Background: an optimization exercise with open tools, aiming at small area. Do not read the settings as production practice.
The RTL was checked by simulation tests, not by an equivalence proof against the original design.
Power is estimated from default activity; no workload was simulated.

File: design/flow/config.mk
export PLATFORM = sky130hd
export DESIGN_NAME = CoinsMatrixBitMap
export DESIGN_NICKNAME = CoinsMatrixBitMap
export VERILOG_FILES = /design/flow/design.v
export SDC_FILE = /design/flow/constraint.sdc
export NUM_CORES = 8
export LEC_CHECK = 0
export CAP_MARGIN = 10
export CORE_MARGIN = 2
export CORE_UTILIZATION = 40
export GPL_TIMING_DRIVEN = 0
export PLACE_DENSITY = 0.5
export SLEW_MARGIN = 10
File: design/flow/flow/resyn.ys
read_verilog comb_cells.v
read_liberty -lib -ignore_redef @LIB@
read_verilog @IN@
hierarchy -top CoinsMatrixBitMap
flatten
techmap
opt -fast -purge
abc -script @ABCSCRIPT@ -liberty @LIB@ @DONTUSE@
opt_clean -purge
hilomap -singleton -hicell sky130_fd_sc_hd__conb_1 HI -locell sky130_fd_sc_hd__conb_1 LO
splitnets
opt_clean -purge
stat -liberty @LIB@
write_verilog -noattr -noexpr -nohex -nodec @OUT@
File: design/flow/constraint.sdc
create_clock -name core_clock -period 12.0 [get_ports {clk}]
set_input_delay 2.4000 -clock core_clock [delete_from_list [all_inputs] [get_ports {clk}]]
set_output_delay 2.4000 -clock core_clock [all_outputs]
set_load 0.01 [all_outputs]
File: design/flow/flow/run.sh
#!/bin/bash
# Own layout flow: the standard synthesis, then the combinational logic is mapped again
# for area with ABC (registers kept as they are: same instances, names and cells), then
# the standard layout steps with a smaller clock tree and lighter port buffers.
set -uo pipefail
WORK=$(pwd)
FLOWDIR=$WORK/flow
R=$WORK/orfs/results/$FLOW_PLATFORM/CoinsMatrixBitMap/base
YOSYS=$(dirname "$FLOW_HOME")/tools/install/yosys/bin/yosys
LIB=$FLOW_HOME/platforms/$FLOW_PLATFORM/lib/sky130_fd_sc_hd__tt_025C_1v80.lib

# 1. standard synthesis
bash standard.sh synth > synth_standard.log 2>&1 || { echo "standard synthesis failed"; exit 1; }
cp "$R/1_2_yosys.v" std_1_2_yosys.v

# 2. area re-mapping of the combinational logic
python3 "$FLOWDIR/libcells.py" "$LIB" comb_cells.v > libcells.log 2>&1
# the platform's don't-use cells
DONTUSE=""
for c in probe_p_8 probec_p_8 lpflow_bleeder_1 lpflow_clkbufkapwr_1 lpflow_clkbufkapwr_16 \
    lpflow_clkbufkapwr_2 lpflow_clkbufkapwr_4 lpflow_clkbufkapwr_8 lpflow_clkinvkapwr_1 \
    lpflow_clkinvkapwr_16 lpflow_clkinvkapwr_2 lpflow_clkinvkapwr_4 lpflow_clkinvkapwr_8 \
    lpflow_decapkapwr_12 lpflow_decapkapwr_3 lpflow_decapkapwr_4 lpflow_decapkapwr_6 \
    lpflow_decapkapwr_8 lpflow_inputiso0n_1 lpflow_inputiso0p_1 lpflow_inputiso1n_1 \
    lpflow_inputiso1p_1 lpflow_inputisolatch_1 lpflow_isobufsrc_1 lpflow_isobufsrc_16 \
    lpflow_isobufsrc_2 lpflow_isobufsrc_4 lpflow_isobufsrc_8 lpflow_isobufsrckapwr_16 \
    lpflow_lsbuf_lh_hl_isowell_tap_1 lpflow_lsbuf_lh_hl_isowell_tap_2 \
    lpflow_lsbuf_lh_hl_isowell_tap_4 lpflow_lsbuf_lh_isowell_4 lpflow_lsbuf_lh_isowell_tap_1 \
    lpflow_lsbuf_lh_isowell_tap_2 lpflow_lsbuf_lh_isowell_tap_4; do
  DONTUSE="$DONTUSE -dont_use sky130_fd_sc_hd__$c"
done
sed "s|@ABCSCRIPT@|$FLOWDIR/area.abc|; s|@LIB@|$LIB|g; s|@DONTUSE@|$DONTUSE|; s|@IN@|std_1_2_yosys.v|; s|@OUT@|resyn.v|" "$FLOWDIR/resyn.ys" > resyn.ys
if "$YOSYS" -l resyn.log -q resyn.ys > resyn.stdout 2>&1 && python3 "$FLOWDIR/sameregs.py" std_1_2_yosys.v resyn.v > sameregs.log 2>&1; then
  cp resyn.v "$R/1_2_yosys.v"
  touch "$R/1_2_yosys.v"
  echo "using the re-mapped netlist"
else
  echo "re-mapping failed; using the standard netlist"
fi

# 3. standard layout steps
export CTS_ARGS="-sink_clustering_enable -repair_clock_nets -dont_use_dummy_load -buf_list sky130_fd_sc_hd__clkbuf_8 -sink_clustering_size 16 -sink_clustering_max_diameter 70"
export BUFFER_PORTS_ARGS="-buffer_cell sky130_fd_sc_hd__buf_1"
bash standard.sh > layout.log 2>&1 || { echo "layout failed"; exit 1; }
File: design/flow/flow/libcells.py
#!/usr/bin/env python3
"""Write Verilog modules giving the logic function of every combinational cell of a liberty file."""
import re, sys
lib, out = sys.argv[1], sys.argv[2]
t = open(lib).read()
# split into cells
pos = [m for m in re.finditer(r'\n\s*cell\s*\(\s*"?([\w]+)"?\s*\)\s*\{', t)]
mods = []
for i, m in enumerate(pos):
    body = t[m.end(): pos[i + 1].start() if i + 1 < len(pos) else len(t)]
    name = m.group(1)
    if re.search(r'\b(ff|latch|statetable)\s*\(', body):
        continue
    pins = []
    for pm in re.finditer(r'\n\s*pin\s*\(\s*"?(\w+)"?\s*\)\s*\{', body):
        seg = body[pm.end(): pm.end() + 3000]
        d = re.search(r'direction\s*:\s*"?(\w+)"?', seg)
        f = re.search(r'function\s*:\s*"([^"]*)"', seg.split('\n    pin')[0] if False else seg[:seg.find('timing')] if 'timing' in seg else seg)
        pins.append((pm.group(1), d.group(1) if d else None, f.group(1) if f else None))
    ins = [p for p, d, f in pins if d == 'input']
    outs = [(p, f) for p, d, f in pins if d == 'output']
    if not outs or any(f is None for p, f in outs):
        continue
    if any(re.search(r'VPWR|VGND|KAPWR|SLEEP', f) for p, f in outs):
        continue
    L = [f"module {name}(" + ", ".join([f"input {p}" for p in ins] + [f"output {p}" for p, f in outs]) + ");"]
    for p, f in outs:
        e = f.replace('!', '~').replace('+', '|').replace('*', '&')
        L.append(f"  assign {p} = {e};")
    L.append("endmodule")
    mods.append("\n".join(L))
open(out, 'w').write("\n".join(mods) + "\n")
print(len(mods), "cells")
File: design/flow/design.v
module	CoinsMatrixBitMap	(	
					input	logic	clk,
					input	logic	resetN,
					input	logic	[10:0] offsetX, 
					input	logic	[10:0] offsetY,
					input	logic	InsideRectangle,  
					input	logic	coinCollision,
					input logic [4:0] randomMapLocationX,
					input logic [3:0] randomMapLocationY,
					input logic placeCoin,		 
					input logic placeMoneyBag,	 
					input logic placeTimeBoost,	 
					output	logic	drawingRequest,  
					output	logic	[7:0] RGBout,   
					output	logic upScore,			 
					output	logic upTime			 
 ) ;
localparam int NX = 18 ;
localparam int NY = 12 ;
localparam logic [NX*NY-1:0] NP_INIT = 216'h2198c200000000a03329c84850c284848f333c000064c380300 ;
localparam logic [NX*NY-1:0] Q_INIT  = 216'h3d98c70001c000f0333dc84f50c3c484ff333c000064c380300 ;
localparam logic [NX*NY-1:0] PQ_TILE = 216'h2198c200000000a03329c84870c284848f333c000064c380300 ;
logic [NX*NY-1:0] nP, Q, empty ;
logic pick_anotherCoin_flag ;    
logic pick_anotherMoneyBag_flag ;
logic [4:0] oX ;
logic [3:0] oY ;
assign oX = offsetX[9:5] ;
assign oY = offsetY[8:5] ;
logic offset_inMap ;
assign offset_inMap = (oX < NX) && (oY < NY) ;
logic [4:0] rX ;
logic [3:0] rY ;
assign rX = randomMapLocationX ;
assign rY = (randomMapLocationY[3] & randomMapLocationY[2]) ? {1'b0, randomMapLocationY[2:0]} : randomMapLocationY ;
logic random_inMap ;
assign random_inMap = (rX < NX) ;
logic [NX-1:0] colO, colR ;
logic [NY-1:0] rowO, rowR ;
always_comb begin
	for (int x = 0; x < NX; x++) begin
		colO[x] = (oX == x) ;
		colR[x] = (rX == x) ;
	end
	for (int y = 0; y < NY; y++) begin
		rowO[y] = (oY == y) ;
		rowR[y] = (rY == y) ;
	end
end
logic [NY-1:0] nPc, Qc, Ec ;
always_comb begin
	for (int y = 0; y < NY; y++) begin
		nPc[y] = |(colO & nP[y*NX +: NX]) ;
		Qc[y]  = |(colO & Q[y*NX +: NX]) ;
		Ec[y]  = |(colR & empty[y*NX +: NX]) ;
	end
end
logic oItem, oQ ;    
assign oItem = offset_inMap & ~|(rowO & nPc) ;
assign oQ = offset_inMap & |(rowO & Qc) ;
logic randEmpty ;
assign randEmpty = random_inMap & |(rowR & Ec) ;
logic is515 ;
assign is515 = (oY == 4'd5) && (oX == 5'd15) ;
logic code2, code3, codeItem ;
assign code2 = oItem & oQ ;             
assign code3 = ~oItem & oQ & is515 ;    
assign codeItem = oItem | code3 ;       
logic [11:0] spriteAddr ;
logic [7:0]  spritePixel ;
assign spriteAddr = {~oItem, oQ, offsetY[4:0], offsetX[4:0]} ;
always_comb begin
	case (spriteAddr)
		12'h1ad: spritePixel = 8'hfe ;
		12'h1ae: spritePixel = 8'hf8 ;
		12'h1af: spritePixel = 8'hf8 ;
		12'h1b0: spritePixel = 8'hfe ;
		12'h1cc: spritePixel = 8'hfe ;
		12'h1cd: spritePixel = 8'hf8 ;
		12'h1ce: spritePixel = 8'hfd ;
		12'h1cf: spritePixel = 8'hfd ;
		12'h1d0: spritePixel = 8'hf8 ;
		12'h1d1: spritePixel = 8'hfe ;
		12'h1ec: spritePixel = 8'hfe ;
		12'h1ed: spritePixel = 8'hf8 ;
		12'h1ee: spritePixel = 8'hfd ;
		12'h1ef: spritePixel = 8'hf9 ;
		12'h1f0: spritePixel = 8'hf8 ;
		12'h1f1: spritePixel = 8'hf9 ;
		12'h20d: spritePixel = 8'hf9 ;
		12'h20e: spritePixel = 8'hf8 ;
		12'h20f: spritePixel = 8'hf8 ;
		12'h210: spritePixel = 8'hf8 ;
		12'h211: spritePixel = 8'hfe ;
		12'h22e: spritePixel = 8'hf9 ;
		12'h22f: spritePixel = 8'hf9 ;
		12'h230: spritePixel = 8'hfe ;
		12'h46a: spritePixel = 8'h6c ;
		12'h46b: spritePixel = 8'h8c ;
		12'h46c: spritePixel = 8'h8c ;
		12'h46d: spritePixel = 8'hd9 ;
		12'h46e: spritePixel = 8'hf9 ;
		12'h46f: spritePixel = 8'hf9 ;
		12'h470: spritePixel = 8'hd9 ;
		12'h471: spritePixel = 8'hf8 ;
		12'h472: spritePixel = 8'h8d ;
		12'h473: spritePixel = 8'h8c ;
		12'h474: spritePixel = 8'h8c ;
		12'h48a: spritePixel = 8'hf9 ;
		12'h48b: spritePixel = 8'hf9 ;
		12'h48c: spritePixel = 8'hfe ;
		12'h48d: spritePixel = 8'hd4 ;
		12'h48e: spritePixel = 8'hb4 ;
		12'h48f: spritePixel = 8'hd4 ;
		12'h490: spritePixel = 8'hb4 ;
		12'h491: spritePixel = 8'hd4 ;
		12'h492: spritePixel = 8'hfe ;
		12'h493: spritePixel = 8'hfd ;
		12'h494: spritePixel = 8'hf9 ;
		12'h495: spritePixel = 8'h6c ;
		12'h4aa: spritePixel = 8'hd9 ;
		12'h4ab: spritePixel = 8'hb4 ;
		12'h4ad: spritePixel = 8'hb4 ;
		12'h4ae: spritePixel = 8'h90 ;
		12'h4af: spritePixel = 8'h90 ;
		12'h4b0: spritePixel = 8'h90 ;
		12'h4b1: spritePixel = 8'hd5 ;
		12'h4b3: spritePixel = 8'hb4 ;
		12'h4b4: spritePixel = 8'hf9 ;
		12'h4b5: spritePixel = 8'h6c ;
		12'h4cb: spritePixel = 8'hf9 ;
		12'h4cc: spritePixel = 8'hd4 ;
		12'h4d2: spritePixel = 8'hf9 ;
		12'h4d3: spritePixel = 8'hf9 ;
		12'h4eb: spritePixel = 8'hd9 ;
		12'h4ec: spritePixel = 8'hd4 ;
		12'h4ed: spritePixel = 8'hd9 ;
		12'h4ee: spritePixel = 8'hf9 ;
		12'h4ef: spritePixel = 8'hf9 ;
		12'h4f0: spritePixel = 8'hf9 ;
		12'h4f1: spritePixel = 8'hf9 ;
		12'h4f2: spritePixel = 8'hb4 ;
		12'h4f3: spritePixel = 8'hd9 ;
		12'h506: spritePixel = 8'h6c ;
		12'h507: spritePixel = 8'h90 ;
		12'h508: spritePixel = 8'hf9 ;
		12'h509: spritePixel = 8'hf9 ;
		12'h50a: spritePixel = 8'hb4 ;
		12'h50c: spritePixel = 8'hd4 ;
		12'h50d: spritePixel = 8'h90 ;
		12'h50e: spritePixel = 8'hd4 ;
		12'h50f: spritePixel = 8'hd4 ;
		12'h510: spritePixel = 8'hf9 ;
		12'h511: spritePixel = 8'h90 ;
		12'h512: spritePixel = 8'hd5 ;
		12'h514: spritePixel = 8'hb4 ;
		12'h515: spritePixel = 8'hf9 ;
		12'h516: spritePixel = 8'hf9 ;
		12'h517: spritePixel = 8'hf9 ;
		12'h526: spritePixel = 8'hf9 ;
		12'h527: spritePixel = 8'hd8 ;
		12'h528: spritePixel = 8'hd4 ;
		12'h529: spritePixel = 8'hd4 ;
		12'h52a: spritePixel = 8'hb4 ;
		12'h52b: spritePixel = 8'h90 ;
		12'h52e: spritePixel = 8'h90 ;
		12'h52f: spritePixel = 8'hd9 ;
		12'h530: spritePixel = 8'hb0 ;
		12'h533: spritePixel = 8'hd5 ;
		12'h534: spritePixel = 8'hfd ;
		12'h535: spritePixel = 8'hf9 ;
		12'h536: spritePixel = 8'hf9 ;
		12'h537: spritePixel = 8'hfe ;
		12'h538: spritePixel = 8'hd9 ;
		12'h545: spritePixel = 8'hfe ;
		12'h546: spritePixel = 8'hd4 ;
		12'h547: spritePixel = 8'hd4 ;
		12'h548: spritePixel = 8'hb4 ;
		12'h549: spritePixel = 8'hb4 ;
		12'h54a: spritePixel = 8'h90 ;
		12'h54b: spritePixel = 8'hd4 ;
		12'h54c: spritePixel = 8'h90 ;
		12'h54d: spritePixel = 8'h90 ;
		12'h551: spritePixel = 8'h90 ;
		12'h552: spritePixel = 8'h90 ;
		12'h553: spritePixel = 8'hfd ;
		12'h554: spritePixel = 8'hfe ;
		12'h555: spritePixel = 8'hfe ;
		12'h556: spritePixel = 8'hfe ;
		12'h557: spritePixel = 8'hd9 ;
		12'h558: spritePixel = 8'hfe ;
		12'h559: spritePixel = 8'hf9 ;
		12'h565: spritePixel = 8'hfe ;
		12'h566: spritePixel = 8'hd4 ;
		12'h567: spritePixel = 8'hd4 ;
		12'h568: spritePixel = 8'hb4 ;
		12'h569: spritePixel = 8'h8c ;
		12'h56a: spritePixel = 8'hd4 ;
		12'h56b: spritePixel = 8'hd4 ;
		12'h56c: spritePixel = 8'hf9 ;
		12'h56d: spritePixel = 8'hd4 ;
		12'h56e: spritePixel = 8'h90 ;
		12'h56f: spritePixel = 8'hb0 ;
		12'h570: spritePixel = 8'h8c ;
		12'h571: spritePixel = 8'hf9 ;
		12'h572: spritePixel = 8'hf9 ;
		12'h573: spritePixel = 8'hfe ;
		12'h574: spritePixel = 8'hfe ;
		12'h575: spritePixel = 8'hfe ;
		12'h576: spritePixel = 8'hfe ;
		12'h577: spritePixel = 8'hfe ;
		12'h578: spritePixel = 8'hf9 ;
		12'h579: spritePixel = 8'hfe ;
		12'h584: spritePixel = 8'hd9 ;
		12'h585: spritePixel = 8'hb4 ;
		12'h586: spritePixel = 8'hd4 ;
		12'h587: spritePixel = 8'hb0 ;
		12'h588: spritePixel = 8'h8c ;
		12'h589: spritePixel = 8'hd4 ;
		12'h58a: spritePixel = 8'hd4 ;
		12'h58b: spritePixel = 8'hd4 ;
		12'h58c: spritePixel = 8'hb4 ;
		12'h58d: spritePixel = 8'hf9 ;
		12'h58f: spritePixel = 8'hd9 ;
		12'h591: spritePixel = 8'hf9 ;
		12'h592: spritePixel = 8'hfe ;
		12'h593: spritePixel = 8'hfe ;
		12'h594: spritePixel = 8'hfe ;
		12'h595: spritePixel = 8'hfe ;
		12'h596: spritePixel = 8'hfe ;
		12'h597: spritePixel = 8'hfe ;
		12'h598: spritePixel = 8'hfe ;
		12'h599: spritePixel = 8'hfd ;
		12'h59a: spritePixel = 8'hf9 ;
		12'h5a4: spritePixel = 8'hd9 ;
		12'h5a5: spritePixel = 8'hb4 ;
		12'h5a6: spritePixel = 8'h90 ;
		12'h5a7: spritePixel = 8'hb0 ;
		12'h5a8: spritePixel = 8'hd4 ;
		12'h5a9: spritePixel = 8'h8c ;
		12'h5aa: spritePixel = 8'hb4 ;
		12'h5ab: spritePixel = 8'hd4 ;
		12'h5ac: spritePixel = 8'hf9 ;
		12'h5ad: spritePixel = 8'hd4 ;
		12'h5af: spritePixel = 8'hfd ;
		12'h5b1: spritePixel = 8'hf9 ;
		12'h5b2: spritePixel = 8'hfe ;
		12'h5b3: spritePixel = 8'hfe ;
		12'h5b4: spritePixel = 8'hfe ;
		12'h5b5: spritePixel = 8'hfe ;
		12'h5b6: spritePixel = 8'hfe ;
		12'h5b7: spritePixel = 8'hfe ;
		12'h5b8: spritePixel = 8'hf9 ;
		12'h5b9: spritePixel = 8'hfe ;
		12'h5ba: spritePixel = 8'hfd ;
		12'h5c4: spritePixel = 8'hd9 ;
		12'h5c5: spritePixel = 8'hb4 ;
		12'h5c6: spritePixel = 8'hb4 ;
		12'h5c7: spritePixel = 8'hd9 ;
		12'h5c8: spritePixel = 8'hb4 ;
		12'h5c9: spritePixel = 8'hd4 ;
		12'h5ca: spritePixel = 8'hb4 ;
		12'h5cb: spritePixel = 8'hd4 ;
		12'h5cc: spritePixel = 8'hb4 ;
		12'h5d2: spritePixel = 8'hfe ;
		12'h5d3: spritePixel = 8'hfe ;
		12'h5d4: spritePixel = 8'hfe ;
		12'h5d5: spritePixel = 8'hfe ;
		12'h5d6: spritePixel = 8'hfe ;
		12'h5d7: spritePixel = 8'hfd ;
		12'h5d8: spritePixel = 8'hfe ;
		12'h5d9: spritePixel = 8'hf9 ;
		12'h5da: spritePixel = 8'hd9 ;
		12'h5e4: spritePixel = 8'hd9 ;
		12'h5e5: spritePixel = 8'hb4 ;
		12'h5e6: spritePixel = 8'h90 ;
		12'h5e7: spritePixel = 8'hd9 ;
		12'h5e8: spritePixel = 8'hf9 ;
		12'h5e9: spritePixel = 8'hb4 ;
		12'h5ea: spritePixel = 8'hb0 ;
		12'h5eb: spritePixel = 8'hb4 ;
		12'h5ed: spritePixel = 8'hd4 ;
		12'h5ef: spritePixel = 8'hd9 ;
		12'h5f1: spritePixel = 8'hfe ;
		12'h5f3: spritePixel = 8'hfe ;
		12'h5f4: spritePixel = 8'hfe ;
		12'h5f5: spritePixel = 8'hfa ;
		12'h5f6: spritePixel = 8'hfd ;
		12'h5f7: spritePixel = 8'hfe ;
		12'h5f8: spritePixel = 8'hd9 ;
		12'h5f9: spritePixel = 8'hfd ;
		12'h5fa: spritePixel = 8'hd9 ;
		12'h604: spritePixel = 8'hd9 ;
		12'h605: spritePixel = 8'hb4 ;
		12'h606: spritePixel = 8'hd4 ;
		12'h607: spritePixel = 8'hb0 ;
		12'h608: spritePixel = 8'h90 ;
		12'h609: spritePixel = 8'hb4 ;
		12'h60a: spritePixel = 8'h90 ;
		12'h60b: spritePixel = 8'hd4 ;
		12'h60d: spritePixel = 8'hd9 ;
		12'h60f: spritePixel = 8'hd9 ;
		12'h611: spritePixel = 8'hfe ;
		12'h613: spritePixel = 8'hfe ;
		12'h614: spritePixel = 8'hf9 ;
		12'h615: spritePixel = 8'hfd ;
		12'h616: spritePixel = 8'hfd ;
		12'h617: spritePixel = 8'hfd ;
		12'h618: spritePixel = 8'hfd ;
		12'h619: spritePixel = 8'hf9 ;
		12'h61a: spritePixel = 8'hf9 ;
		12'h624: spritePixel = 8'hd9 ;
		12'h625: spritePixel = 8'hb4 ;
		12'h626: spritePixel = 8'hb0 ;
		12'h627: spritePixel = 8'hb4 ;
		12'h628: spritePixel = 8'hd4 ;
		12'h629: spritePixel = 8'h8c ;
		12'h62a: spritePixel = 8'hd4 ;
		12'h62b: spritePixel = 8'hd4 ;
		12'h62c: spritePixel = 8'hd4 ;
		12'h62f: spritePixel = 8'hb4 ;
		12'h631: spritePixel = 8'hd9 ;
		12'h632: spritePixel = 8'hf9 ;
		12'h633: spritePixel = 8'hf9 ;
		12'h634: spritePixel = 8'hf9 ;
		12'h635: spritePixel = 8'hf9 ;
		12'h636: spritePixel = 8'hfd ;
		12'h637: spritePixel = 8'hd9 ;
		12'h638: spritePixel = 8'hd9 ;
		12'h639: spritePixel = 8'hd9 ;
		12'h63a: spritePixel = 8'hf9 ;
		12'h644: spritePixel = 8'hd9 ;
		12'h645: spritePixel = 8'hb4 ;
		12'h646: spritePixel = 8'hd4 ;
		12'h647: spritePixel = 8'hb4 ;
		12'h648: spritePixel = 8'h90 ;
		12'h649: spritePixel = 8'hd4 ;
		12'h64a: spritePixel = 8'h90 ;
		12'h64b: spritePixel = 8'hd4 ;
		12'h64c: spritePixel = 8'hd4 ;
		12'h64d: spritePixel = 8'hb4 ;
		12'h651: spritePixel = 8'hd9 ;
		12'h652: spritePixel = 8'hf9 ;
		12'h653: spritePixel = 8'hd9 ;
		12'h654: spritePixel = 8'hf9 ;
		12'h655: spritePixel = 8'hf9 ;
		12'h656: spritePixel = 8'hf9 ;
		12'h657: spritePixel = 8'hf9 ;
		12'h658: spritePixel = 8'hf9 ;
		12'h659: spritePixel = 8'hd4 ;
		12'h65a: spritePixel = 8'hf9 ;
		12'h664: spritePixel = 8'hd9 ;
		12'h665: spritePixel = 8'hb4 ;
		12'h666: spritePixel = 8'h90 ;
		12'h667: spritePixel = 8'hb0 ;
		12'h668: spritePixel = 8'hd4 ;
		12'h669: spritePixel = 8'h90 ;
		12'h66a: spritePixel = 8'hd4 ;
		12'h66b: spritePixel = 8'h90 ;
		12'h66c: spritePixel = 8'hb4 ;
		12'h66d: spritePixel = 8'hb4 ;
		12'h66f: spritePixel = 8'hd4 ;
		12'h672: spritePixel = 8'hd9 ;
		12'h673: spritePixel = 8'hb4 ;
		12'h674: spritePixel = 8'hf9 ;
		12'h675: spritePixel = 8'hd4 ;
		12'h676: spritePixel = 8'hd4 ;
		12'h677: spritePixel = 8'hf9 ;
		12'h678: spritePixel = 8'hd4 ;
		12'h679: spritePixel = 8'hf9 ;
		12'h67a: spritePixel = 8'hd9 ;
		12'h684: spritePixel = 8'hd9 ;
		12'h685: spritePixel = 8'hb4 ;
		12'h686: spritePixel = 8'hd4 ;
		12'h687: spritePixel = 8'hb0 ;
		12'h688: spritePixel = 8'h90 ;
		12'h689: spritePixel = 8'hd4 ;
		12'h68a: spritePixel = 8'h90 ;
		12'h68b: spritePixel = 8'hd4 ;
		12'h68d: spritePixel = 8'hd4 ;
		12'h68f: spritePixel = 8'hd4 ;
		12'h691: spritePixel = 8'hd9 ;
		12'h693: spritePixel = 8'hf9 ;
		12'h694: spritePixel = 8'hb4 ;
		12'h695: spritePixel = 8'hf9 ;
		12'h696: spritePixel = 8'hf9 ;
		12'h697: spritePixel = 8'hd4 ;
		12'h698: spritePixel = 8'hd9 ;
		12'h699: spritePixel = 8'hd4 ;
		12'h69a: spritePixel = 8'hd9 ;
		12'h6a4: spritePixel = 8'hd9 ;
		12'h6a5: spritePixel = 8'hb4 ;
		12'h6a6: spritePixel = 8'hd4 ;
		12'h6a7: spritePixel = 8'hd4 ;
		12'h6a8: spritePixel = 8'hb4 ;
		12'h6a9: spritePixel = 8'h8c ;
		12'h6aa: spritePixel = 8'hd4 ;
		12'h6ab: spritePixel = 8'h90 ;
		12'h6ad: spritePixel = 8'h90 ;
		12'h6af: spritePixel = 8'hb4 ;
		12'h6b1: spritePixel = 8'hb4 ;
		12'h6b3: spritePixel = 8'hd5 ;
		12'h6b4: spritePixel = 8'hd4 ;
		12'h6b5: spritePixel = 8'hd4 ;
		12'h6b6: spritePixel = 8'hd4 ;
		12'h6b7: spritePixel = 8'hd4 ;
		12'h6b8: spritePixel = 8'hd4 ;
		12'h6b9: spritePixel = 8'hd4 ;
		12'h6ba: spritePixel = 8'hd9 ;
		12'h6c5: spritePixel = 8'h90 ;
		12'h6c6: spritePixel = 8'h24 ;
		12'h6c7: spritePixel = 8'h8c ;
		12'h6c8: spritePixel = 8'hd4 ;
		12'h6c9: spritePixel = 8'hb4 ;
		12'h6ca: spritePixel = 8'h8c ;
		12'h6cb: spritePixel = 8'hd4 ;
		12'h6cc: spritePixel = 8'h90 ;
		12'h6d2: spritePixel = 8'hb4 ;
		12'h6d3: spritePixel = 8'hb4 ;
		12'h6d4: spritePixel = 8'hb4 ;
		12'h6d5: spritePixel = 8'hd4 ;
		12'h6d6: spritePixel = 8'hd0 ;
		12'h6d7: spritePixel = 8'hb4 ;
		12'h6d9: spritePixel = 8'hd4 ;
		12'h6e5: spritePixel = 8'hd5 ;
		12'h6e6: spritePixel = 8'h90 ;
		12'h6e7: spritePixel = 8'h24 ;
		12'h6e9: spritePixel = 8'hd4 ;
		12'h6ea: spritePixel = 8'hb4 ;
		12'h6eb: spritePixel = 8'h90 ;
		12'h6ec: spritePixel = 8'hd4 ;
		12'h6ed: spritePixel = 8'h90 ;
		12'h6ef: spritePixel = 8'h90 ;
		12'h6f1: spritePixel = 8'h90 ;
		12'h6f2: spritePixel = 8'hd4 ;
		12'h6f3: spritePixel = 8'hb0 ;
		12'h6f4: spritePixel = 8'hd4 ;
		12'h6f5: spritePixel = 8'hd4 ;
		12'h6f6: spritePixel = 8'hd5 ;
		12'h6f8: spritePixel = 8'hb0 ;
		12'h6f9: spritePixel = 8'hb4 ;
		12'h705: spritePixel = 8'h90 ;
		12'h706: spritePixel = 8'h24 ;
		12'h707: spritePixel = 8'h8c ;
		12'h708: spritePixel = 8'hd4 ;
		12'h709: spritePixel = 8'h90 ;
		12'h70a: spritePixel = 8'h90 ;
		12'h70b: spritePixel = 8'hd4 ;
		12'h70c: spritePixel = 8'h90 ;
		12'h70d: spritePixel = 8'hb4 ;
		12'h70f: spritePixel = 8'hd4 ;
		12'h711: spritePixel = 8'hb0 ;
		12'h712: spritePixel = 8'hb0 ;
		12'h713: spritePixel = 8'hd4 ;
		12'h714: spritePixel = 8'h90 ;
		12'h715: spritePixel = 8'h90 ;
		12'h716: spritePixel = 8'h90 ;
		12'h717: spritePixel = 8'hb4 ;
		12'h719: spritePixel = 8'h90 ;
		12'h726: spritePixel = 8'hd5 ;
		12'h727: spritePixel = 8'hb4 ;
		12'h728: spritePixel = 8'hd4 ;
		12'h729: spritePixel = 8'hd4 ;
		12'h72a: spritePixel = 8'hb4 ;
		12'h72b: spritePixel = 8'h90 ;
		12'h72c: spritePixel = 8'h90 ;
		12'h72d: spritePixel = 8'h90 ;
		12'h72e: spritePixel = 8'h90 ;
		12'h72f: spritePixel = 8'h90 ;
		12'h730: spritePixel = 8'h90 ;
		12'h731: spritePixel = 8'hb0 ;
		12'h732: spritePixel = 8'h90 ;
		12'h733: spritePixel = 8'h90 ;
		12'h734: spritePixel = 8'hd4 ;
		12'h735: spritePixel = 8'hd4 ;
		12'h736: spritePixel = 8'hb0 ;
		12'h737: spritePixel = 8'hd4 ;
		12'h738: spritePixel = 8'hb4 ;
		12'h74b: spritePixel = 8'hd4 ;
		12'h74c: spritePixel = 8'hd4 ;
		12'h74d: spritePixel = 8'hd4 ;
		12'h74e: spritePixel = 8'hd4 ;
		12'h74f: spritePixel = 8'hd4 ;
		12'h750: spritePixel = 8'hd4 ;
		12'h751: spritePixel = 8'hd4 ;
		12'h752: spritePixel = 8'hd4 ;
		12'h753: spritePixel = 8'hd4 ;
		12'h8ed: spritePixel = 8'h64 ;
		12'hced: spritePixel = 8'h64 ;
		12'h8ee: spritePixel = 8'h6c ;
		12'hcee: spritePixel = 8'h6c ;
		12'h8ef: spritePixel = 8'h6c ;
		12'hcef: spritePixel = 8'h6c ;
		12'h8f0: spritePixel = 8'h64 ;
		12'hcf0: spritePixel = 8'h64 ;
		12'h8f1: spritePixel = 8'h64 ;
		12'hcf1: spritePixel = 8'h64 ;
		12'h8f2: spritePixel = 8'h24 ;
		12'hcf2: spritePixel = 8'h24 ;
		12'h90d: spritePixel = 8'hcc ;
		12'hd0d: spritePixel = 8'hcc ;
		12'h90e: spritePixel = 8'hf8 ;
		12'hd0e: spritePixel = 8'hf8 ;
		12'h90f: spritePixel = 8'hf8 ;
		12'hd0f: spritePixel = 8'hf8 ;
		12'h910: spritePixel = 8'hfc ;
		12'hd10: spritePixel = 8'hfc ;
		12'h911: spritePixel = 8'hfc ;
		12'hd11: spritePixel = 8'hfc ;
		12'h912: spritePixel = 8'h90 ;
		12'hd12: spritePixel = 8'h90 ;
		12'h92d: spritePixel = 8'h20 ;
		12'hd2d: spritePixel = 8'h20 ;
		12'h92e: spritePixel = 8'h64 ;
		12'hd2e: spritePixel = 8'h64 ;
		12'h92f: spritePixel = 8'hf0 ;
		12'hd2f: spritePixel = 8'hf0 ;
		12'h930: spritePixel = 8'hd0 ;
		12'hd30: spritePixel = 8'hd0 ;
		12'h931: spritePixel = 8'h24 ;
		12'hd31: spritePixel = 8'h24 ;
		12'h932: spritePixel = 8'h20 ;
		12'hd32: spritePixel = 8'h20 ;
		12'h94f: spritePixel = 8'h6c ;
		12'hd4f: spritePixel = 8'h6c ;
		12'h950: spritePixel = 8'h24 ;
		12'hd50: spritePixel = 8'h24 ;
		12'h96c: spritePixel = 8'h20 ;
		12'hd6c: spritePixel = 8'h20 ;
		12'h96d: spritePixel = 8'h60 ;
		12'hd6d: spritePixel = 8'h60 ;
		12'h96e: spritePixel = 8'ha0 ;
		12'hd6e: spritePixel = 8'ha0 ;
		12'h96f: spritePixel = 8'ha0 ;
		12'hd6f: spritePixel = 8'ha0 ;
		12'h970: spritePixel = 8'ha0 ;
		12'hd70: spritePixel = 8'ha0 ;
		12'h971: spritePixel = 8'ha0 ;
		12'hd71: spritePixel = 8'ha0 ;
		12'h972: spritePixel = 8'h60 ;
		12'hd72: spritePixel = 8'h60 ;
		12'h98b: spritePixel = 8'h60 ;
		12'hd8b: spritePixel = 8'h60 ;
		12'h98c: spritePixel = 8'h80 ;
		12'hd8c: spritePixel = 8'h80 ;
		12'h98d: spritePixel = 8'ha0 ;
		12'hd8d: spritePixel = 8'ha0 ;
		12'h98e: spritePixel = 8'ha4 ;
		12'hd8e: spritePixel = 8'ha4 ;
		12'h98f: spritePixel = 8'hd6 ;
		12'hd8f: spritePixel = 8'hd6 ;
		12'h990: spritePixel = 8'hd6 ;
		12'hd90: spritePixel = 8'hd6 ;
		12'h991: spritePixel = 8'ha0 ;
		12'hd91: spritePixel = 8'ha0 ;
		12'h992: spritePixel = 8'hc0 ;
		12'hd92: spritePixel = 8'hc0 ;
		12'h993: spritePixel = 8'h80 ;
		12'hd93: spritePixel = 8'h80 ;
		12'h994: spritePixel = 8'h60 ;
		12'hd94: spritePixel = 8'h60 ;
		12'h9aa: spritePixel = 8'h60 ;
		12'hdaa: spritePixel = 8'h60 ;
		12'h9ab: spritePixel = 8'ha0 ;
		12'hdab: spritePixel = 8'ha0 ;
		12'h9ac: spritePixel = 8'hac ;
		12'hdac: spritePixel = 8'hac ;
		12'h9ad: spritePixel = 8'hfa ;
		12'hdad: spritePixel = 8'hfa ;
		12'h9ae: spritePixel = 8'hff ;
		12'hdae: spritePixel = 8'hff ;
		12'h9af: spritePixel = 8'hff ;
		12'hdaf: spritePixel = 8'hff ;
		12'h9b1: spritePixel = 8'hff ;
		12'hdb1: spritePixel = 8'hff ;
		12'h9b2: spritePixel = 8'hd1 ;
		12'hdb2: spritePixel = 8'hd1 ;
		12'h9b3: spritePixel = 8'ha4 ;
		12'hdb3: spritePixel = 8'ha4 ;
		12'h9b4: spritePixel = 8'hc0 ;
		12'hdb4: spritePixel = 8'hc0 ;
		12'h9b5: spritePixel = 8'h60 ;
		12'hdb5: spritePixel = 8'h60 ;
		12'h9ca: spritePixel = 8'ha0 ;
		12'hdca: spritePixel = 8'ha0 ;
		12'h9cb: spritePixel = 8'hd1 ;
		12'hdcb: spritePixel = 8'hd1 ;
		12'h9cc: spritePixel = 8'hff ;
		12'hdcc: spritePixel = 8'hff ;
		12'h9cd: spritePixel = 8'hff ;
		12'hdcd: spritePixel = 8'hff ;
		12'h9ce: spritePixel = 8'hff ;
		12'hdce: spritePixel = 8'hff ;
		12'h9cf: spritePixel = 8'hff ;
		12'hdcf: spritePixel = 8'hff ;
		12'h9d1: spritePixel = 8'hff ;
		12'hdd1: spritePixel = 8'hff ;
		12'h9d2: spritePixel = 8'hff ;
		12'hdd2: spritePixel = 8'hff ;
		12'h9d3: spritePixel = 8'hff ;
		12'hdd3: spritePixel = 8'hff ;
		12'h9d4: spritePixel = 8'had ;
		12'hdd4: spritePixel = 8'had ;
		12'h9d5: spritePixel = 8'ha0 ;
		12'hdd5: spritePixel = 8'ha0 ;
		12'h9e9: spritePixel = 8'h80 ;
		12'hde9: spritePixel = 8'h80 ;
		12'h9ea: spritePixel = 8'ha4 ;
		12'hdea: spritePixel = 8'ha4 ;
		12'h9eb: spritePixel = 8'hff ;
		12'hdeb: spritePixel = 8'hff ;
		12'h9ec: spritePixel = 8'hff ;
		12'hdec: spritePixel = 8'hff ;
		12'h9ed: spritePixel = 8'hff ;
		12'hded: spritePixel = 8'hff ;
		12'h9ee: spritePixel = 8'hff ;
		12'hdee: spritePixel = 8'hff ;
		12'h9ef: spritePixel = 8'hff ;
		12'hdef: spritePixel = 8'hff ;
		12'h9f1: spritePixel = 8'hff ;
		12'hdf1: spritePixel = 8'hff ;
		12'h9f2: spritePixel = 8'hff ;
		12'hdf2: spritePixel = 8'hff ;
		12'h9f3: spritePixel = 8'hff ;
		12'hdf3: spritePixel = 8'hff ;
		12'h9f4: spritePixel = 8'hd6 ;
		12'hdf4: spritePixel = 8'hd6 ;
		12'h9f5: spritePixel = 8'hc0 ;
		12'hdf5: spritePixel = 8'hc0 ;
		12'h9f6: spritePixel = 8'h60 ;
		12'hdf6: spritePixel = 8'h60 ;
		12'ha08: spritePixel = 8'h20 ;
		12'he08: spritePixel = 8'h20 ;
		12'ha09: spritePixel = 8'ha0 ;
		12'he09: spritePixel = 8'ha0 ;
		12'ha0a: spritePixel = 8'had ;
		12'he0a: spritePixel = 8'had ;
		12'ha0b: spritePixel = 8'hff ;
		12'he0b: spritePixel = 8'hff ;
		12'ha0c: spritePixel = 8'hff ;
		12'he0c: spritePixel = 8'hff ;
		12'ha0d: spritePixel = 8'hff ;
		12'he0d: spritePixel = 8'hff ;
		12'ha0e: spritePixel = 8'hff ;
		12'he0e: spritePixel = 8'hff ;
		12'ha0f: spritePixel = 8'hff ;
		12'he0f: spritePixel = 8'hff ;
		12'ha11: spritePixel = 8'hff ;
		12'he11: spritePixel = 8'hff ;
		12'ha12: spritePixel = 8'hff ;
		12'he12: spritePixel = 8'hff ;
		12'ha13: spritePixel = 8'hff ;
		12'he13: spritePixel = 8'hff ;
		12'ha14: spritePixel = 8'hff ;
		12'he14: spritePixel = 8'hff ;
		12'ha15: spritePixel = 8'ha4 ;
		12'he15: spritePixel = 8'ha4 ;
		12'ha16: spritePixel = 8'hc0 ;
		12'he16: spritePixel = 8'hc0 ;
		12'ha17: spritePixel = 8'h20 ;
		12'he17: spritePixel = 8'h20 ;
		12'ha28: spritePixel = 8'h20 ;
		12'he28: spritePixel = 8'h20 ;
		12'ha29: spritePixel = 8'h80 ;
		12'he29: spritePixel = 8'h80 ;
		12'ha2a: spritePixel = 8'hff ;
		12'he2a: spritePixel = 8'hff ;
		12'ha2c: spritePixel = 8'hff ;
		12'he2c: spritePixel = 8'hff ;
		12'ha2d: spritePixel = 8'hff ;
		12'he2d: spritePixel = 8'hff ;
		12'ha31: spritePixel = 8'hff ;
		12'he31: spritePixel = 8'hff ;
		12'ha32: spritePixel = 8'hff ;
		12'he32: spritePixel = 8'hff ;
		12'ha33: spritePixel = 8'hff ;
		12'he33: spritePixel = 8'hff ;
		12'ha35: spritePixel = 8'hfa ;
		12'he35: spritePixel = 8'hfa ;
		12'ha36: spritePixel = 8'ha0 ;
		12'he36: spritePixel = 8'ha0 ;
		12'ha37: spritePixel = 8'h20 ;
		12'he37: spritePixel = 8'h20 ;
		12'ha48: spritePixel = 8'h20 ;
		12'he48: spritePixel = 8'h20 ;
		12'ha49: spritePixel = 8'h80 ;
		12'he49: spritePixel = 8'h80 ;
		12'ha4a: spritePixel = 8'hff ;
		12'he4a: spritePixel = 8'hff ;
		12'ha4c: spritePixel = 8'hff ;
		12'he4c: spritePixel = 8'hff ;
		12'ha4d: spritePixel = 8'hff ;
		12'he4d: spritePixel = 8'hff ;
		12'ha4e: spritePixel = 8'hff ;
		12'he4e: spritePixel = 8'hff ;
		12'ha4f: spritePixel = 8'hff ;
		12'he4f: spritePixel = 8'hff ;
		12'ha50: spritePixel = 8'hff ;
		12'he50: spritePixel = 8'hff ;
		12'ha51: spritePixel = 8'hff ;
		12'he51: spritePixel = 8'hff ;
		12'ha52: spritePixel = 8'hff ;
		12'he52: spritePixel = 8'hff ;
		12'ha53: spritePixel = 8'hff ;
		12'he53: spritePixel = 8'hff ;
		12'ha55: spritePixel = 8'ha4 ;
		12'he55: spritePixel = 8'ha4 ;
		12'ha56: spritePixel = 8'ha0 ;
		12'he56: spritePixel = 8'ha0 ;
		12'ha57: spritePixel = 8'h20 ;
		12'he57: spritePixel = 8'h20 ;
		12'ha68: spritePixel = 8'h20 ;
		12'he68: spritePixel = 8'h20 ;
		12'ha69: spritePixel = 8'ha0 ;
		12'he69: spritePixel = 8'ha0 ;
		12'ha6a: spritePixel = 8'had ;
		12'he6a: spritePixel = 8'had ;
		12'ha6b: spritePixel = 8'hff ;
		12'he6b: spritePixel = 8'hff ;
		12'ha6c: spritePixel = 8'hff ;
		12'he6c: spritePixel = 8'hff ;
		12'ha6d: spritePixel = 8'hff ;
		12'he6d: spritePixel = 8'hff ;
		12'ha6e: spritePixel = 8'hff ;
		12'he6e: spritePixel = 8'hff ;
		12'ha6f: spritePixel = 8'hff ;
		12'he6f: spritePixel = 8'hff ;
		12'ha70: spritePixel = 8'hff ;
		12'he70: spritePixel = 8'hff ;
		12'ha71: spritePixel = 8'hff ;
		12'he71: spritePixel = 8'hff ;
		12'ha72: spritePixel = 8'hff ;
		12'he72: spritePixel = 8'hff ;
		12'ha73: spritePixel = 8'hff ;
		12'he73: spritePixel = 8'hff ;
		12'ha74: spritePixel = 8'hff ;
		12'he74: spritePixel = 8'hff ;
		12'ha75: spritePixel = 8'ha4 ;
		12'he75: spritePixel = 8'ha4 ;
		12'ha76: spritePixel = 8'ha0 ;
		12'he76: spritePixel = 8'ha0 ;
		12'ha77: spritePixel = 8'h20 ;
		12'he77: spritePixel = 8'h20 ;
		12'ha89: spritePixel = 8'h80 ;
		12'he89: spritePixel = 8'h80 ;
		12'ha8a: spritePixel = 8'ha0 ;
		12'he8a: spritePixel = 8'ha0 ;
		12'ha8b: spritePixel = 8'hff ;
		12'he8b: spritePixel = 8'hff ;
		12'ha8c: spritePixel = 8'hff ;
		12'he8c: spritePixel = 8'hff ;
		12'ha8d: spritePixel = 8'hff ;
		12'he8d: spritePixel = 8'hff ;
		12'ha8e: spritePixel = 8'hff ;
		12'he8e: spritePixel = 8'hff ;
		12'ha8f: spritePixel = 8'hff ;
		12'he8f: spritePixel = 8'hff ;
		12'ha90: spritePixel = 8'hff ;
		12'he90: spritePixel = 8'hff ;
		12'ha91: spritePixel = 8'hff ;
		12'he91: spritePixel = 8'hff ;
		12'ha92: spritePixel = 8'hff ;
		12'he92: spritePixel = 8'hff ;
		12'ha93: spritePixel = 8'hff ;
		12'he93: spritePixel = 8'hff ;
		12'ha94: spritePixel = 8'hd6 ;
		12'he94: spritePixel = 8'hd6 ;
		12'ha95: spritePixel = 8'hc0 ;
		12'he95: spritePixel = 8'hc0 ;
		12'ha96: spritePixel = 8'h60 ;
		12'he96: spritePixel = 8'h60 ;
		12'haaa: spritePixel = 8'ha0 ;
		12'heaa: spritePixel = 8'ha0 ;
		12'haab: spritePixel = 8'hd1 ;
		12'heab: spritePixel = 8'hd1 ;
		12'haac: spritePixel = 8'hff ;
		12'heac: spritePixel = 8'hff ;
		12'haad: spritePixel = 8'hff ;
		12'head: spritePixel = 8'hff ;
		12'haae: spritePixel = 8'hff ;
		12'heae: spritePixel = 8'hff ;
		12'haaf: spritePixel = 8'hff ;
		12'heaf: spritePixel = 8'hff ;
		12'hab0: spritePixel = 8'hff ;
		12'heb0: spritePixel = 8'hff ;
		12'hab1: spritePixel = 8'hff ;
		12'heb1: spritePixel = 8'hff ;
		12'hab2: spritePixel = 8'hff ;
		12'heb2: spritePixel = 8'hff ;
		12'hab3: spritePixel = 8'hff ;
		12'heb3: spritePixel = 8'hff ;
		12'hab4: spritePixel = 8'had ;
		12'heb4: spritePixel = 8'had ;
		12'hab5: spritePixel = 8'ha0 ;
		12'heb5: spritePixel = 8'ha0 ;
		12'haca: spritePixel = 8'h60 ;
		12'heca: spritePixel = 8'h60 ;
		12'hacb: spritePixel = 8'ha0 ;
		12'hecb: spritePixel = 8'ha0 ;
		12'hacc: spritePixel = 8'ha4 ;
		12'hecc: spritePixel = 8'ha4 ;
		12'hacd: spritePixel = 8'hfa ;
		12'hecd: spritePixel = 8'hfa ;
		12'hace: spritePixel = 8'hff ;
		12'hece: spritePixel = 8'hff ;
		12'had1: spritePixel = 8'hff ;
		12'hed1: spritePixel = 8'hff ;
		12'had2: spritePixel = 8'hd5 ;
		12'hed2: spritePixel = 8'hd5 ;
		12'had3: spritePixel = 8'ha4 ;
		12'hed3: spritePixel = 8'ha4 ;
		12'had4: spritePixel = 8'hc0 ;
		12'hed4: spritePixel = 8'hc0 ;
		12'had5: spritePixel = 8'h60 ;
		12'hed5: spritePixel = 8'h60 ;
		12'haeb: spritePixel = 8'h60 ;
		12'heeb: spritePixel = 8'h60 ;
		12'haec: spritePixel = 8'h80 ;
		12'heec: spritePixel = 8'h80 ;
		12'haed: spritePixel = 8'ha0 ;
		12'heed: spritePixel = 8'ha0 ;
		12'haee: spritePixel = 8'h84 ;
		12'heee: spritePixel = 8'h84 ;
		12'haef: spritePixel = 8'hd1 ;
		12'heef: spritePixel = 8'hd1 ;
		12'haf0: spritePixel = 8'hd1 ;
		12'hef0: spritePixel = 8'hd1 ;
		12'haf1: spritePixel = 8'ha0 ;
		12'hef1: spritePixel = 8'ha0 ;
		12'haf2: spritePixel = 8'hc0 ;
		12'hef2: spritePixel = 8'hc0 ;
		12'haf3: spritePixel = 8'h80 ;
		12'hef3: spritePixel = 8'h80 ;
		12'haf4: spritePixel = 8'h60 ;
		12'hef4: spritePixel = 8'h60 ;
		12'hb0c: spritePixel = 8'h20 ;
		12'hf0c: spritePixel = 8'h20 ;
		12'hb0d: spritePixel = 8'h60 ;
		12'hf0d: spritePixel = 8'h60 ;
		12'hb0e: spritePixel = 8'ha0 ;
		12'hf0e: spritePixel = 8'ha0 ;
		12'hb0f: spritePixel = 8'ha0 ;
		12'hf0f: spritePixel = 8'ha0 ;
		12'hb10: spritePixel = 8'ha0 ;
		12'hf10: spritePixel = 8'ha0 ;
		12'hb11: spritePixel = 8'ha0 ;
		12'hf11: spritePixel = 8'ha0 ;
		12'hb12: spritePixel = 8'h60 ;
		12'hf12: spritePixel = 8'h60 ;
		default: spritePixel = 8'h00 ;
	endcase
end
logic erase, coinTry, bagTry, wrCoin, wrBag, wrRand ;
assign erase = InsideRectangle & coinCollision ;
assign coinTry = placeCoin | pick_anotherCoin_flag ;
assign bagTry = placeMoneyBag | pick_anotherMoneyBag_flag ;
assign wrCoin = coinTry & randEmpty ;
assign wrBag = bagTry & randEmpty ;
assign wrRand = wrCoin | wrBag ;
logic [NY-1:0] rowRW, rowRB, rowOE ;
assign rowRW = rowR & {NY{wrRand}} ;
assign rowRB = rowR & {NY{wrBag}} ;
assign rowOE = rowO & {NY{erase}} ;
genvar gy, gx ;
generate
	for (gy = 0; gy < NY; gy++) begin : row
		for (gx = 0; gx < NX; gx++) begin : col
			localparam int I = gy*NX + gx ;
			logic rs_n, rsb_n, oe_n ;     
			assign rs_n = ~(rowRW[gy] & colR[gx]) ;
			assign rsb_n = ~(rowRB[gy] & colR[gx]) ;
			assign oe_n = ~(rowOE[gy] & colO[gx]) ;
			if (PQ_TILE[I]) begin : pq
				assign empty[I] = nP[I] & ~Q[I] ;
			end else begin : p
				assign empty[I] = nP[I] ;
			end
			logic nPn, Qn ;
			if ((gy == 5) && (gx == 15)) begin : tb
				assign nPn = placeTimeBoost | (rs_n & (~oe_n | nP[I])) ;
				assign Qn = placeTimeBoost | ~(rsb_n & ~(rs_n & oe_n & Q[I])) ;
			end else if (PQ_TILE[I]) begin : npq
				assign nPn = rs_n & (~oe_n | nP[I]) ;
				assign Qn = ~(rsb_n & ~(rs_n & oe_n & Q[I])) ;
			end else begin : n
				assign nPn = rs_n & (~oe_n | nP[I]) ;
				assign Qn = ~(rsb_n & ~(rs_n & Q[I])) ;
			end
			always_ff @(posedge clk or negedge resetN) begin
				if (!resetN) begin
					nP[I] <= NP_INIT[I] ;
					Q[I] <= Q_INIT[I] ;
				end else begin
					nP[I] <= nPn ;
					Q[I] <= Qn ;
				end
			end
		end
	end
endgenerate
always_ff @(posedge clk or negedge resetN) begin
	if (!resetN) begin
		RGBout <= 8'h00 ;
		pick_anotherCoin_flag <= 1'b0 ;
		pick_anotherMoneyBag_flag <= 1'b0 ;
		upScore <= 1'b0 ;
		upTime <= 1'b0 ;
	end else begin
		RGBout <= (InsideRectangle & codeItem) ? spritePixel : 8'h00 ;
		pick_anotherCoin_flag <= coinTry & ~randEmpty ;
		pick_anotherMoneyBag_flag <= bagTry & ~randEmpty ;
		upScore <= erase & code2 ;
		upTime <= erase & code3 ;
	end
end
assign drawingRequest = (RGBout != 8'h00) ;
endmodule
File: design/flow/flow/area.abc
&get -n
&st
&deepsyn -T 240
&dch
&nf -R 1000
&put
File: design/flow/standard.sh
#!/bin/bash
# synth_recipe.tcl (not shown) runs the flow's synth.tcl, then flattens the netlist and writes it again
# the make line also repeats each setting of config.mk as NAME=value (left out here)
make -C /OpenROAD-flow-scripts/flow DESIGN_CONFIG=/design/flow/config.mk WORK_HOME=/design/flow/orfs CLKGATE_MAP_FILE= SYNTH_SCRIPT=/design/flow/synth_recipe.tcl "${@:-finish}"
File: design/flow/flow/sameregs.py
#!/usr/bin/env python3
"""Check that two netlists hold the same register instances (name and cell type)."""
import re, sys
def regs(f):
    t = open(f).read()
    return {(n, c) for c, n in re.findall(r"^\s*(sky130_fd_sc_hd__(?:df|sdf|edf|dl)\w*)\s+(\S+)\s*\(", t, re.M)}
a, b = regs(sys.argv[1]), regs(sys.argv[2])
print(len(a), "registers in the standard netlist,", len(b), "in the re-mapped one")
sys.exit(0 if a == b and a else 1)
==> notes.md, run 1 <==
Outcome
The run finished with no timing, DRC or antenna violations.

Setup path
The path type of the worst setup path is in2reg. In this run the worst path has a maximum fanout of 18. The highest cell delay on the worst timing path is 620 ps. The worst register-to-register path has a depth of 12.

The signal on the critical path passes through buf_1 > clkinv_1 > nand3_1 > nor2_4 > buf_16 > a22o_1 > a221oi_1 > nand4_1 > nor2_1 > o21ai_0 > nor3_1 > nand3_1 > nor3_2 > buf_4 > nand2b_1 > o211a_1 > a21oi_1 > nor2_1 > nand2_1 > nand2_1 > o211ai_1. The startpoint of the worst register-to-register path is Q[127]. In this design, the largest share of critical-path delay is due to simple AND/OR/NAND/NOR gates. For the worst setup path, the data arrival time is 8050 ps. The critical path startpoint category is an input pin. At the worst endpoint, the required time is 12520 ps.

The sort of element at the end of the critical path is a register. The register-to-register setup slack is 7140 ps. The cell with the biggest individual delay on the critical path is buf_1. The critical path contains buffers and inverters numbering 4 combined.

The worst reg2reg path endpoint is Q[166].

Power and ir drop
Sequential cells account for 58.2% of the total power. The internal portion of the total power is 0.001893 W. The share of power burned in combinational logic is 12.0%.

The share of total power dissipated in the clock network is 29.8%. The fraction of power spent switching nets is 30.06%. The worst-case IR drop observed on VDD is 0.00009340 V. For this design the total switching power over the nets is 0.0008137 W.

For this design the static power due to leakage is 10.16 nW. In this run the power density over the cells is 99.86 mW/mm^2.

Layout
In the final layout, the share of cells above drive strength 1 is 11.16%. The final instance count without filler cells is 3679. The register cell area after layout is 0.01127 mm^2.

The net total in the final layout is 2951. Relative to the synthesized area, the layout overhead comes to 16.10%. The layout has 5701 filler cells. In the final layout, the multi-input gates occupy 0.01248 mm^2.

Synth
The number of nets in the synthesized netlist is 2779. The average instance in the mapped netlist occupies 8.519 um^2. For this run, the number of Yosys warnings is 1. The gate count after technology mapping is 2741. The synthesized netlist occupies a cell area of 0.02335 mm^2.

STA
The final setup violation count is 0. Setup repair after global routing left no endpoint under its margin. The maximum clock rate is 132.9 MHz. The final hold violation count came to 0. After layout, the worst path uses 62.72% of the clock period. For the pin with the worst max-slew slack, the measured transition is 1343 ps. The max-slew violation total from the final report is 0.

Clock skew on the completed layout was measured at 105.7 ps. Subtracting the final worst setup slack from the clock period gives 7527 ps. The worst slew slack as a fraction of its limit is 9.796%.

The final-layout worst hold slack is 502.9 ps.

Die
The number of top-level design ports is 49. The floorplan step set the die width to 245.6 um. The die is 245.6 um tall. After floorplanning, the core was divided into 88 placement rows.

The core outline area is 0.05770 mm^2. For this configuration, the core starts out at a cell density of 40.47%. The die covers 0.06032 mm^2.

Hold path
The classification of the worst-slack hold path is reg2reg. The number of cells traversed by the worst hold path is 2. In this run the most critical hold path is launched from Q[199]. For hold timing, the worst endpoint is Q[199].

Place
At the end of routability-driven placement, the weighted congestion stood at 1.066. Port buffering added 45 buffers. Including well taps, the total number of placed cells is 3636.

Once detailed placement completed, the half-perimeter wirelength came to 89250 um.

Global route
The remaining global-route overflow is 0. The first global-routing pass estimated 183400 um of wire. Global routing consumed, over all layers together, 42.09% of the routing resources. The number of global-route vias before repair was 25220.

Entering global routing, the biggest net connects 39 pins. The initial antenna violation count is 3.

Detailed routing
The per-cell routed wire length is 35.00 um. The number of vias per cell is 7.218. The first routing iteration left 4403 violations. The total iterations of the first detailed-routing run is 9. The final layout contains routed wiring with a total length of 128800 um. The residual antenna-violating net count after detailed routing is 0. For this block, the via count after detailed routing is 26550. After detailed routing, the number of remaining DRC violations is 0.

Run
Max-cap violations in this run came to 0.

CTS
The clock transition time at the flip-flop clock pins of the worst setup and hold paths is 100 ps. The TritonCTS clock tree is built. In this run, post-CTS hold repair placed 0 buffers.

In this run, post-CTS repair resized a total of 0 instances. The clock passes through at most 3 buffers. The number of buffers inserted during clock tree synthesis is 37. The buffer count from post-CTS setup fixing is 0. The clock insertion delay at the later pin of the skew report is 690 ps. The tree built by TritonCTS fans out to 444 sinks. The H-tree generated during clock tree synthesis spans 2 levels. CTS placed an instance of clkbuf_8 at the clock tree root.
## worst min-delay path: stages (launching register included)
cell and delay [ps]:
dfstp_2 380, o21ai_0 50, o21ai_0 70
## power groups by stage
| stage | combinational (W) | clock (W) | sequential (W) |
|---|---|---|---|
| 2_1_floorplan | 0.000124 | 0 | 0.00159 |
| 3_3_place_gp | 0.000275 | 0 | 0.00160 |
| 3_5_place_dp | 0.000309 | 0 | 0.00160 |
| 4_1_cts | 0.000309 | 0.000810 | 0.00157 |
| 5_1_grt | 0.000337 | 0.000863 | 0.00158 |
| 6_report | 0.000325 | 0.000807 | 0.00157 |
## worst max-delay path by stage
stage | endpoint | startpoint | depth (start not counted)
5_1_grt | RGBout[4] | offsetX[9] | 20
6_report | RGBout[4] | offsetX[9] | 21
4_1_cts | RGBout[4] | offsetX[9] | 20
2_1_floorplan | RGBout[6] | offsetX[6] | 15
3_3_place_gp | Q[204] | resetN | 1
3_5_place_dp | RGBout[4] | offsetX[9] | 20
## flip-flops by register name (all words and copies together), names as in the netlist
register and cells:
Q 216, RGBout 8, nP 216, pick_anotherCoin_flag 1, pick_anotherMoneyBag_flag 1, upScore 1, upTime 1
## layout by cell type (no fill, tap or decap), types with 15 or more instances in the layout
cell      count
nand2_1     234
clkinv_1     23
nor3_1       33
nor2_4       26
nor2_1      564
dfrtp_1     316
buf_12       25
o21ai_4      18
buf_1        41
a21oi_1     293
a31oi_1      23
nand2b_1     21
nand4_1      41
nand3_1      65
o211ai_1     15
a221oi_1     39
buf_4        19
o31ai_1      19
a22oi_1     102
a22o_1       17
nor2b_1      23
a222oi_1     74
nand3b_1     17
o21ai_0     445
dfstp_2     128
buf_16       29
nor4_1       20
clkbuf_8     37
## stage by stage
| stage | utilization, % | total power, W | setup TNS, ps | instance area, um^2 | worst slack [ps] |
|---|---|---|---|---|---|
| finish | 46.99 | 0.002707 | 0 | 27110 | 4473 |
| global route | 46.97 | 0.002777 | 0 | 27100 | 4503 |
| CTS | 46.90 | 0.002692 | 0 | 27060 | 4931 |
| detailed placement | 46.02 | 0.001908 | 0 | 26550 | 4285 |
| global placement | 42.42 | 0.001874 | -5500500 | 24480 | -14430 |
| floorplan | - | 0.001714 | 0 | 23350 | 4586 |
## area by class of cell
cell class | count | share of cell area [%]
Multi-Input combinational cell | 2274 | 46.05
Sequential cell | 444 | 41.58
Timing Repair Buffer | 133 | 6.619
Tap cell | 765 | 3.531
Clock buffer | 37 | 1.879
Inverter | 23 | 0.3185
Antenna cell | 3 | 0.02769
## metal layers
layer	track usage [%]	part of all wire, %	vias up
met4	22.26	6.6	2
met2	59.84	41	2210
met1	56.01	38	13010
met3	14.84	15	571
met5	0	0.010	-
li1	-	-	10760
==> run 2: changes to the inputs <==
==> design/flow/flow/run.sh (replaced) <==
#!/bin/bash
# Own layout flow:
#  2. the same synthesis script again, with ABC's delay-oriented mapping script replaced by an
#     area-oriented one (area.abc); the registers come out the same (same instances, names and
#     cells, checked against step 1), only the combinational logic is mapped differently;
#  3. the standard layout steps on that netlist, with a clock tree without dummy loads and
#     lighter port buffers.
set -uo pipefail
WORK=$(pwd)
FLOWDIR=$WORK/flow
R=$WORK/orfs/results/$FLOW_PLATFORM/CoinsMatrixBitMap/base

# 1. standard synthesis
bash standard.sh synth > synth_standard.log 2>&1 || { echo "standard synthesis failed"; exit 1; }
cp "$R/1_2_yosys.v" std_1_2_yosys.v

# 2. area-oriented synthesis
rm -rf scripts_area orfs_area
cp -r "$FLOW_HOME/scripts" scripts_area
cp "$FLOWDIR/area.abc" scripts_area/abc_speed.script
A=$WORK/orfs_area/results/$FLOW_PLATFORM/CoinsMatrixBitMap/base
if make -C "$FLOW_HOME" DESIGN_CONFIG="$WORK/config.mk" WORK_HOME="$WORK/orfs_area" CLKGATE_MAP_FILE= \
     SYNTH_SCRIPT="$WORK/synth_recipe.tcl" SCRIPTS_DIR="$WORK/scripts_area" "$A/1_2_yosys.v" > synth_area.log 2>&1 \
   && python3 "$FLOWDIR/sameregs.py" std_1_2_yosys.v "$A/1_2_yosys.v" > sameregs.log 2>&1; then
  cp "$A/1_2_yosys.v" "$R/1_2_yosys.v"
  touch "$R/1_2_yosys.v"
  echo "using the area-mapped netlist"
else
  echo "area synthesis failed or changed the registers; using the standard netlist"
fi

# 3. standard layout steps
export CTS_ARGS="-sink_clustering_enable -repair_clock_nets -dont_use_dummy_load -buf_list sky130_fd_sc_hd__clkbuf_8 -sink_clustering_size 24 -sink_clustering_max_diameter 45"
export BUFFER_PORTS_ARGS="-buffer_cell sky130_fd_sc_hd__buf_1"
bash standard.sh > layout.log 2>&1 || { echo "layout failed"; exit 1; }
==> design/flow/flow/area.abc (replaced) <==
strash
&get -n
&deepsyn -T 200
&dch
&nf -R 1000 -p -F 8 -C 32
&put
==> design/flow/config.mk (replaced) <==
export PLATFORM = sky130hd
export DESIGN_NAME = CoinsMatrixBitMap
export DESIGN_NICKNAME = CoinsMatrixBitMap
export VERILOG_FILES = /design/flow/design.v
export SDC_FILE = /design/flow/constraint.sdc
export NUM_CORES = 8
export LEC_CHECK = 0
export CAP_MARGIN = 20
export CORE_MARGIN = 2
export CORE_UTILIZATION = 50
export PLACE_DENSITY = 0.6
export SLEW_MARGIN = 20
removed: design/flow/flow/libcells.py
removed: design/flow/flow/resyn.ys
==> notes.md, run 2 <==
Detailed routing
Across all layers, the routed design uses 25090 vias. The final routed wirelength across all metal layers is 106500 um. The count of unresolved DRC violations after routing is 0. For this block, the initial DRC count from the detailed router was 5171. The routed length on met3 is 17200 um.

Dividing the detail-routed via count by the number of cells gives 7.694. The total iterations of the first detailed-routing run is 11. The total length of routed met2 wires is 43720 um. The wire length on met1 is 38040 um. Dividing the detail-routed wire length by the instance count gives 32.67 um. The highest metal layer used by the detailed router is met4.

The count of nets left with antenna violations once routing finished came out at 0.

Place
Counting tap cells, the placed design contains a total of 3207 instances. The total of buffers placed on input and output ports is 45. The routability congestion estimate is 1.040.

The worst setup timing slack at the placement stage is 3466 ps. In this run the cell area measured after placement is 0.02444 mm^2. The HPWL after detailed placement is 67860 um.

Setup path
The most repeated library cell on the critical path is nand2b_1. Walking the worst path, the cells encountered are buf_1 > nand2b_1 > nand2b_1 > nor2_4 > buf_4 > a22o_1 > a221oi_1 > nand4_1 > nor2_1 > o2111ai_1 > or4_1 > nand2b_1 > nand2b_1 > o32ai_1 > a211oi_1 > o211ai_1 > a211o_1 > a311oi_1 > and4b_1 > a31oi_1. The critical path runs through a total of 20 cells. The most critical setup path has its startpoint at offsetX[7]. The sort of element at the end of the critical path is a register. The worst setup path is of the in2reg kind. The logic depth of the worst register-to-register path is 16. The kind of cell with the highest combined delay along the critical path is simple AND/OR/NAND/NOR gates. The worst reg2reg path endpoint is RGBout[4]. The highest cell delay on the worst timing path is 630 ps.

Following the worst setup path forward leads to its endpoint at RGBout[4]. The data arrival time of the worst path is 8700 ps. STA puts the critical path data required time at 12470 ps. STA classifies the critical path startpoint as an input pin. The cell with the biggest individual delay on the critical path is nor2_4. Of all nets on the critical path, the largest fanout is 24. The register-to-register setup slack is 6750 ps. The buffering stage count on the worst path with inverters included is 2. The startpoint of the worst register-to-register path is Q[124].

STA
After layout, the minimum clock period comes to 8231 ps. Final hold analysis gives a worst-case slack of 491.3 ps. The final hold violation count is 0.

In this run the tightest slew margin relative to its limit is 19.66%. The final setup slack of the worst path is 3769 ps. The max-slew violation total from the final report is 0.

The setup clock skew after layout is 116.4 ps. The maximum clock rate is 121.5 MHz. In the finished design, the share of the clock period the worst path needs comes to 68.60%. For the pin with the worst max-slew slack, the measured transition is 1189 ps.

Setup total negative slack on the finished layout was measured at 0 ps. The final setup violation count is 0. Setup repair after global routing left no endpoint under its margin.

Layout
After the flow finishes, the layout carries non-filler instances totaling 3261. The library cell used most frequently in the layout, excluding fill and tap cells, is a21oi_1. In the final layout, the registers with the most flip-flops are Q x216, nP x216, RGBout x8. The share of post-route cells with drive strength above 1 is 12.30%.

The net total in the final layout is 2707. The growth of design area from synthesis to finish is 11.57%. With fillers left out, the area of the finished cells amounts to 0.02518 mm^2. The top cell types in the final layout, fill and taps aside, are a21oi_1, o21ai_0, dfrtp_1, nand2_1, nor2_1.

Hold path
The classification of the worst-slack hold path is reg2reg. The number of cells traversed by the worst hold path is 2. In this run the most critical hold path is launched from Q[59].

CTS
After clock tree synthesis, the clock-pin slew on the worst setup and hold paths is 60 ps. The buffer count from post-CTS setup fixing is 0. The clock insertion delay at the later pin of the skew report is 710 ps.

The clock tree synthesis step divided the H-tree into 2 levels. The root buffer cell chosen for the clock tree is clkbuf_8. The TritonCTS clock tree is built. The longest clock path from root to sink contains 3 buffers. The number of buffers inserted during clock tree synthesis is 51.

The count of hold buffers inserted by post-cts repair is 0. The number of sinks driven by the clock tree is 444. Once the clock tree was built, the resizer swapped 0 gates to a different size.

Power and ir drop
The cell area power density is 107.3 mW/mm^2. In this run the static leakage power is 9.435 nW. The maximum ir drop on the vdd rail is 0.0001083 V.

The share of total power dissipated in sequential elements is 57.9%. The switching power total is 0.0007387 W. In this run switching power makes up 27.35% of total power. The share of power burned in combinational logic is 8.9%. The clock network accounts for 33.2% of the total power. The internal power contribution is 0.001962 W.

Global route
The number of global-route vias before repair is 23810. The remaining global-route overflow is 0. The largest net degree at the start of global routing is 181. The first global-routing pass estimated 155600 um of wire. The initial antenna violation count is 1. Global routing consumed, over all layers together, 44.58% of the routing resources.

Synth
The mapped cell area is 0.02257 mm^2. After synthesis, the mean cell area works out to 9.115 um^2. The gate count after technology mapping is 2476. The net count after synthesis is 2514. For this run, the number of Yosys warnings is 1.

Run
The tool flagged a number of max-cap violations equal to 0.

Die
The cell row count is 77. The die width is 216.5 um. The core outline area is 0.04441 mm^2. For this configuration, the core starts out at a cell density of 50.81%. The die height is 216.5 um. The die area is 0.04685 mm^2.

For this design the top-level I/O count stands at 49.

Outcome
The run finished with no timing, DRC or antenna violations.
[run 2: worst min-delay path by stage]
stage,end,slack [ps]
3_5_place_dp,Q[62],470
6_report,Q[59],490
3_3_place_gp,nP[106],470
4_1_cts,Q[62],490
5_1_grt,nP[71],500
2_1_floorplan,Q[67],450
[run 2: power by group through the flow]
stage               combinational (W)  sequential [W]  clock, W
global placement             0.000224         0.00159         0
floorplan                   0.0000927         0.00158         0
CTS                          0.000226         0.00156  0.000894
finish                       0.000240         0.00156  0.000898
global route                 0.000249         0.00157  0.000954
detailed placement           0.000225         0.00159         0
[run 2: per-layer routing]
layer / track usage, % / up-vias
met4: 25.25 / 0
met5: 0 / -
met2: 63.66 / 2367
met1: 59.15 / 11980
met3: 15.26 / 572
li1: - / 10170
[run 2: cell type report]
cell class | count | area [um^2]
Multi-Input combinational cell | 2022 | 11510
Antenna cell | 2 | 5.005
Sequential cell | 444 | 11270
Fill cell | 4010 | 19240
Tap cell | 592 | 740.7
Inverter | 10 | 37.54
Clock buffer | 51 | 701.9
Timing Repair Buffer | 140 | 914.6
[run 2: worst min-delay path, stage by stage (launching register included)]
cell     delay, ps
dfrtp_1        340
nand2_1         50
o21ai_0         60
[run 2: through the flow]
| step | utilization [%] | power, W |
|---|---|---|
| 3_3_place_gp | 55.02 | 0.001810 |
| 3_5_place_dp | 55.02 | 0.001814 |
| 5_1_grt | 56.68 | 0.002769 |
| 2_1_floorplan | - | 0.001672 |
| 6_report | 56.69 | 0.002701 |
| 4_1_cts | 56.60 | 0.002682 |

separate check: timing with driven ports:
The results above use ideal ports. As a check the final layouts listed here were re-extracted and re-timed, cells and wires unchanged.
Step 1: set_driving_cell puts a clkbuf_16 on clk and a buf_2 on each other input, an assumption about the parent block.
Step 2 also shifts input and output timing later by t, the mid clock arrival at the registers, as if the neighbouring blocks saw the same clock.
a / b / c = ideal ports / drivers / drivers and shift; a / b = the first two.
run | shift t [ns] | slack for setup (ns) | hold WS [ns] | latest minus earliest clock arrival (ns)
run 1 | 0.695 | 4.473 / 4.440 / 3.745 | 0.503 / 0.503 / 0.503 | 0.105 / 0.106
run 2 | 0.701 | 3.769 / 3.782 / 3.082 | 0.491 / 0.491 / 0.491 | 0.117 / 0.117
After both steps every run listed still meets setup and hold. For run 1, which loses most, drivers alone change the setup slack by -0.033 ns; drivers and shift together by -0.728 ns.
